Background: an optimization exercise with open tools, aiming at small area and a short achievable clock period. Do not read the settings as production practice. Function was checked by simulation only, so behaviour that the tests miss may differ from the original. Power is estimated from default activity; no workload was simulated.

==> nickel: inputs <==
// ALU8bit
module ALU8bit(input clk, input [3:0] Op,
               input [7:0] a, input [7:0] b,
               output reg [7:0] result, output reg [15:0] product,
               output OF, output zero, output slt);
==> flow/config.mk <==
export PLATFORM = sky130hd
export DESIGN_NAME = ALU8bit
export DESIGN_NICKNAME = ALU8bit
export VERILOG_FILES = /design/flow/design.v
export SDC_FILE = /design/flow/constraint.sdc
export NUM_CORES = 4
export LEC_CHECK = 0
export CAP_MARGIN = 20
export CORE_MARGIN = 2
export CORE_UTILIZATION = 70
export SETUP_SLACK_MARGIN = 2.8
export SLEW_MARGIN = 20
export SYNTH_HIERARCHICAL = 1
==> flow/constraint.sdc <==
create_clock -name core_clock -period 8.0 [get_ports {clk}]
set_input_delay 1.6000 -clock core_clock [delete_from_list [all_inputs] [get_ports {clk}]]
set_output_delay 1.6000 -clock core_clock [all_outputs]
set_load 0.01 [all_outputs]
standard.sh (not shown) runs the stock make flow with config.mk's settings and CLKGATE_MAP_FILE= SYNTH_SCRIPT=/design/flow/synth_recipe.tcl, a recipe that flattens the netlist after the stock synthesis.
==> flow/flow/run.sh <==
#!/bin/bash
# Own layout flow: the standard ORFS flow (standard.sh), run unchanged for
# synthesis, then for the layout with these changes to how it is made:
#  - port buffers are sky130_fd_sc_hd__buf_2 (ORFS otherwise picks a delay cell);
#  - clock tree built from small clock buffers, without dummy loads.
# Each make call writes its full output to its own log file in this folder.
set -euo pipefail
bash standard.sh synth > flow_synth.log 2>&1
bash standard.sh \
  "BUFFER_PORTS_ARGS=-buffer_cell sky130_fd_sc_hd__buf_2" \
  "CTS_ARGS=-sink_clustering_enable -repair_clock_nets -dont_use_dummy_load -buf_list {sky130_fd_sc_hd__clkbuf_2 sky130_fd_sc_hd__clkbuf_4 sky130_fd_sc_hd__clkbuf_8}" \
  finish > flow_layout.log 2>&1
==> inputs of zinc, as changes to nickel <==
--- a/flow/design.v
+++ b/flow/design.v
@@ -1,9 +1,9 @@
-module mul8s(input [7:0] a, input [7:0] b, output [15:0] p);
+module mul8s(input [7:0] a, input [7:0] b, input en, output [15:0] p);
 wire pp_0_0 = a[0] & b[0];
 wire pp_0_1 = a[1] & b[0];
 wire pp_0_2 = a[2] & b[0];
 wire pp_0_3 = a[3] & b[0];
 wire pp_0_4 = a[4] & b[0];
 wire pp_0_5 = a[5] & b[0];
 wire pp_0_6 = a[6] & b[0];
 wire pp_0_7 = ~(a[7] & b[0]);
@@ -142,101 +142,101 @@
 wire s77, c78;
 assign {c78, s77} = c54 + s55 + s37;
 wire s79, c80;
 assign {c80, s79} = c56 + s57 + pp_7_4;
 wire s81, c82;
 assign {c82, s81} = c58 + s59 + pp_7_5;
 wire s83, c84;
 assign {c84, s83} = c60 + pp_6_7 + pp_7_6;
-assign p[0] = pp_0_0;
+assign p[0] = en & pp_0_0;
 wire mw1;
-c_nand2 mu1 (.a(pp_0_1), .b(pp_1_0), .y(mw1));
+c_nand3 mu1 (.a(pp_0_1), .b(pp_1_0), .c(en), .y(mw1));
 wire mw2;
 c_nor2 mu2 (.a(pp_0_1), .b(pp_1_0), .y(mw2));
 wire mw3;
-c_xor2 mu3 (.a(pp_0_1), .b(pp_1_0), .y(mw3));
+c_xora mu3 (.a(pp_0_1), .b(pp_1_0), .e(en), .y(mw3));
 wire mw4;
-c_nand2 mu4 (.a(s61), .b(pp_2_0), .y(mw4));
+c_nand3 mu4 (.a(s61), .b(pp_2_0), .c(en), .y(mw4));
 wire mw5;
 c_nor2 mu5 (.a(s61), .b(pp_2_0), .y(mw5));
 wire mw6;
-c_xor2 mu6 (.a(s61), .b(pp_2_0), .y(mw6));
+c_xora mu6 (.a(s61), .b(pp_2_0), .e(en), .y(mw6));
 wire mw7;
-c_nand2 mu7 (.a(c62), .b(s63), .y(mw7));
+c_nand3 mu7 (.a(c62), .b(s63), .c(en), .y(mw7));
 wire mw8;
 c_nor2 mu8 (.a(c62), .b(s63), .y(mw8));
 wire mw9;
-c_xor2 mu9 (.a(c62), .b(s63), .y(mw9));
+c_xora mu9 (.a(c62), .b(s63), .e(en), .y(mw9));
 wire mw10;
-c_nand2 mu10 (.a(c64), .b(s65), .y(mw10));
+c_nand3 mu10 (.a(c64), .b(s65), .c(en), .y(mw10));
 wire mw11;
 c_nor2 mu11 (.a(c64), .b(s65), .y(mw11));
 wire mw12;
-c_xor2 mu12 (.a(c64), .b(s65), .y(mw12));
+c_xora mu12 (.a(c64), .b(s65), .e(en), .y(mw12));
 wire mw13;
-c_nand2 mu13 (.a(c66), .b(s67), .y(mw13));
+c_nand3 mu13 (.a(c66), .b(s67), .c(en), .y(mw13));
 wire mw14;
 c_nor2 mu14 (.a(c66), .b(s67), .y(mw14));
 wire mw15;
-c_xor2 mu15 (.a(c66), .b(s67), .y(mw15));
+c_xora mu15 (.a(c66), .b(s67), .e(en), .y(mw15));
 wire mw16;
-c_nand2 mu16 (.a(c68), .b(s69), .y(mw16));
+c_nand3 mu16 (.a(c68), .b(s69), .c(en), .y(mw16));
 wire mw17;
 c_nor2 mu17 (.a(c68), .b(s69), .y(mw17));
 wire mw18;
-c_xor2 mu18 (.a(c68), .b(s69), .y(mw18));
+c_xora mu18 (.a(c68), .b(s69), .e(en), .y(mw18));
 wire mw19;
-c_nand2 mu19 (.a(c70), .b(s71), .y(mw19));
+c_nand3 mu19 (.a(c70), .b(s71), .c(en), .y(mw19));
 wire mw20;
 c_nor2 mu20 (.a(c70), .b(s71), .y(mw20));
 wire mw21;
-c_xor2 mu21 (.a(c70), .b(s71), .y(mw21));
+c_xora mu21 (.a(c70), .b(s71), .e(en), .y(mw21));
 wire mw22;
-c_nand2 mu22 (.a(c72), .b(s73), .y(mw22));
+c_nand3 mu22 (.a(c72), .b(s73), .c(en), .y(mw22));
 wire mw23;
 c_nor2 mu23 (.a(c72), .b(s73), .y(mw23));
 wire mw24;
-c_xor2 mu24 (.a(c72), .b(s73), .y(mw24));
+c_xora mu24 (.a(c72), .b(s73), .e(en), .y(mw24));
 wire mw25;
-c_nand2 mu25 (.a(c74), .b(s75), .y(mw25));
+c_nand3 mu25 (.a(c74), .b(s75), .c(en), .y(mw25));
 wire mw26;
 c_nor2 mu26 (.a(c74), .b(s75), .y(mw26));
 wire mw27;
-c_xor2 mu27 (.a(c74), .b(s75), .y(mw27));
+c_xora mu27 (.a(c74), .b(s75), .e(en), .y(mw27));
 wire mw28;
-c_nand2 mu28 (.a(c76), .b(s77), .y(mw28));
+c_nand3 mu28 (.a(c76), .b(s77), .c(en), .y(mw28));
 wire mw29;
 c_nor2 mu29 (.a(c76), .b(s77), .y(mw29));
 wire mw30;
-c_xor2 mu30 (.a(c76), .b(s77), .y(mw30));
+c_xora mu30 (.a(c76), .b(s77), .e(en), .y(mw30));
 wire mw31;
-c_nand2 mu31 (.a(c78), .b(s79), .y(mw31));
+c_nand3 mu31 (.a(c78), .b(s79), .c(en), .y(mw31));
 wire mw32;
 c_nor2 mu32 (.a(c78), .b(s79), .y(mw32));
 wire mw33;
-c_xor2 mu33 (.a(c78), .b(s79), .y(mw33));
+c_xora mu33 (.a(c78), .b(s79), .e(en), .y(mw33));
 wire mw34;
-c_nand2 mu34 (.a(c80), .b(s81), .y(mw34));
+c_nand3 mu34 (.a(c80), .b(s81), .c(en), .y(mw34));
 wire mw35;
 c_nor2 mu35 (.a(c80), .b(s81), .y(mw35));
 wire mw36;
-c_xor2 mu36 (.a(c80), .b(s81), .y(mw36));
+c_xora mu36 (.a(c80), .b(s81), .e(en), .y(mw36));
 wire mw37;
-c_nand2 mu37 (.a(c82), .b(s83), .y(mw37));
+c_nand3 mu37 (.a(c82), .b(s83), .c(en), .y(mw37));
 wire mw38;
 c_nor2 mu38 (.a(c82), .b(s83), .y(mw38));
 wire mw39;
-c_xor2 mu39 (.a(c82), .b(s83), .y(mw39));
+c_xora mu39 (.a(c82), .b(s83), .e(en), .y(mw39));
 wire mw40;
-c_nand2 mu40 (.a(c84), .b(pp_7_7), .y(mw40));
+c_nand3 mu40 (.a(c84), .b(pp_7_7), .c(en), .y(mw40));
 wire mw41;
 c_nor2 mu41 (.a(c84), .b(pp_7_7), .y(mw41));
 wire mw42;
-c_xor2 mu42 (.a(c84), .b(pp_7_7), .y(mw42));
+c_xora mu42 (.a(c84), .b(pp_7_7), .e(en), .y(mw42));
 wire mw43;
 c_oai21 mu43 (.a1(mw5), .a2(mw1), .b1(mw4), .y(mw43));
 wire mw44;
 c_oai21 mu44 (.a1(mw11), .a2(mw7), .b1(mw10), .y(mw44));
 wire mw45;
 c_nor2 mu45 (.a(mw11), .b(mw8), .y(mw45));
 wire mw46;
 c_oai21 mu46 (.a1(mw17), .a2(mw13), .b1(mw16), .y(mw46));
@@ -345,33 +345,31 @@
 wire mw98;
 c_xnor2 mu98 (.a(mw33), .b(mw84), .y(mw98));
 wire mw99;
 c_xnor2 mu99 (.a(mw36), .b(mw85), .y(mw99));
 wire mw100;
 c_xor2 mu100 (.a(mw39), .b(mw86), .y(mw100));
 wire mw101;
 c_xnor2 mu101 (.a(mw42), .b(mw87), .y(mw101));
-wire mw102;
-c_inv mu102 (.a(mw88), .y(mw102));
 assign p[1] = mw3;
 assign p[2] = mw89;
 assign p[3] = mw90;
 assign p[4] = mw91;
 assign p[5] = mw92;
 assign p[6] = mw93;
 assign p[7] = mw94;
 assign p[8] = mw95;
 assign p[9] = mw96;
 assign p[10] = mw97;
 assign p[11] = mw98;
 assign p[12] = mw99;
 assign p[13] = mw100;
 assign p[14] = mw101;
-assign p[15] = mw102;
+assign p[15] = (en & ~mw88);
 endmodule
 module alu_flags(input [3:0] Op, input [7:0] a, input [7:0] b, input rz, input r7,
                  output OF, output zero, output slt);
 wire sub = (Op == 4'd10);
 wire ow1;
 c_nand2 ou1 (.a(a[0]), .b(b[0]), .y(ow1));
 wire ow2;
 c_nand2 ou2 (.a(a[1]), .b(b[1]), .y(ow2));
@@ -516,16 +514,22 @@
 module c_inv(input a, output y); assign y = ~a; endmodule
 module c_xor2(input a, input b, output y); assign y = a ^ b; endmodule
 module c_xnor2(input a, input b, output y); assign y = ~(a ^ b); endmodule
 module c_aoi21(input a1, input a2, input b1, output y); assign y = ~((a1 & a2) | b1); endmodule
 module c_oai21(input a1, input a2, input b1, output y); assign y = ~((a1 | a2) & b1); endmodule
 module c_nand2b(input an, input b, output y); assign y = ~(~an & b); endmodule
 module c_nor2b(input a, input bn, output y); assign y = ~(a | ~bn); endmodule
 module c_mux2(input a0, input a1, input s, output y); assign y = s ? a1 : a0; endmodule
+module c_mux2i(input a0, input a1, input s, output y); assign y = ~(s ? a1 : a0); endmodule
+module c_a21o(input a1, input a2, input b1, output y); assign y = (a1 & a2) | b1; endmodule
+module c_nand3b(input an, input b, input c, output y); assign y = ~(~an & b & c); endmodule
+module c_o21a(input a1, input a2, input b1, output y); assign y = (a1 | a2) & b1; endmodule
+module c_nand3(input a, input b, input c, output y); assign y = ~(a & b & c); endmodule
+module c_xora(input a, input b, input e, output y); assign y = (a ^ b) & e; endmodule
 module ALU8bit(input clk, input [3:0] Op,
                input [7:0] a, input [7:0] b,
                output reg [7:0] result, output reg [15:0] product,
                output OF, output zero, output slt);
 wire sub = (Op == 4'd10);
 alu_flags FL(.Op(Op), .a(a), .b(b), .rz(result == 8'd0), .r7(result[7]),
              .OF(OF), .zero(zero), .slt(slt));
 wire [7:0] arith = a + (b ^ {8{sub}}) + {7'd0, sub};
@@ -543,22 +547,22 @@
 generate for (i = 0; i < 8; i = i + 1) begin : g_t
   assign t[i] = (i >= s);
 end endgenerate
 wire [7:0] trev = {t[0], t[1], t[2], t[3], t[4], t[5], t[6], t[7]};
 wire [7:0] keep = rot_op ? 8'hff : big ? 8'h00 : (right ? trev : t);
 wire fill = (Op == 4'd6) & a[7];
 assign shres = (rot & keep) | ({8{fill}} & ~keep);
 wire [15:0] mul;
-mul8s M0(.a(a), .b(b), .p(mul));
+mul8s M0(.a(a), .b(b), .en(Op == 4'd11), .p(mul));
 always @(posedge clk) begin
   case (Op)
     4'd0: result <= ~a;
     4'd1: result <= a & b;
     4'd2: result <= a | b;
     4'd3, 4'd4, 4'd6, 4'd7, 4'd8: result <= shres;
     4'd5: result <= {a[7], shres[6:0]};
     4'd9, 4'd10: result <= arith;
     default: result <= 8'd0;
   endcase
-  product <= (Op == 4'd11) ? mul : 16'd0;
+  product <= mul;
 end
 endmodule
Settings changed: SETUP_SLACK_MARGIN 2.8 to 3.0.
==> run notes <==
	nickel	zinc
Outcome	timing/DRC/antenna clean	timing/DRC/antenna clean
Endpoint of the most critical setup path	product[14]	product[14]
Clock group	0.0000733 W	0.0000789 W
Drt first pass iters	6	7
Cell Count Post-Placement	691	676
Switching power as a share of total power	48.0%	48.5%
Maximum ir drop on the vdd rail	222 uV	143 uV
Initial Util	71.5%	71.5%
Overall track demand over capacity in global routing	31.4%	31.9%
Met1 layer usage reported by global route	39.1%	44.5%
Compound-gate portion of the synthesized area	19.0%	17.4%
Fraction of layout instances using a drive strength above 1	14.7%	15.3%
Routability congestion estimate	0.971	0.940
Non-clock buffer count	50	53
Clock slew seen by the registers of the worst setup and hold paths	80 ps	100 ps
Post-CTS resize count	1	4
Number of multi-input combinational cells	462	450
Core Region	6280 um^2	6240 um^2

==> what the ideal ports hide <==
Ports are ideal in the flow. The routed layouts listed here were re-timed in OpenROAD. Step 1 (the two cells are an assumption about what drives the block):
set clk [get_ports {clk}]
set_driving_cell -lib_cell sky130_fd_sc_hd__clkbuf_16 $clk
set_driving_cell -lib_cell sky130_fd_sc_hd__buf_2 [delete_from_list [all_inputs] $clk]
Step 2, shift: input delay + t, output delay - t, t = (earliest + latest rising clock arrival at the registers) / 2. This alone moves slack from input paths to output paths. a / b / c = ideal ports / drivers / drivers and shift; a / b = the first two.
run	t, ns	slack for setup (ns)	cell pins on the clock port's net
nickel	0.294	3.015 / 3.018 / 2.723	1
zinc	0.307	3.076 / 3.085 / 2.778	1
After both steps every run listed still meets setup and hold. The setup slack of zinc, which loses most, moves by +0.009 ns with the drivers and by -0.298 ns with both steps.
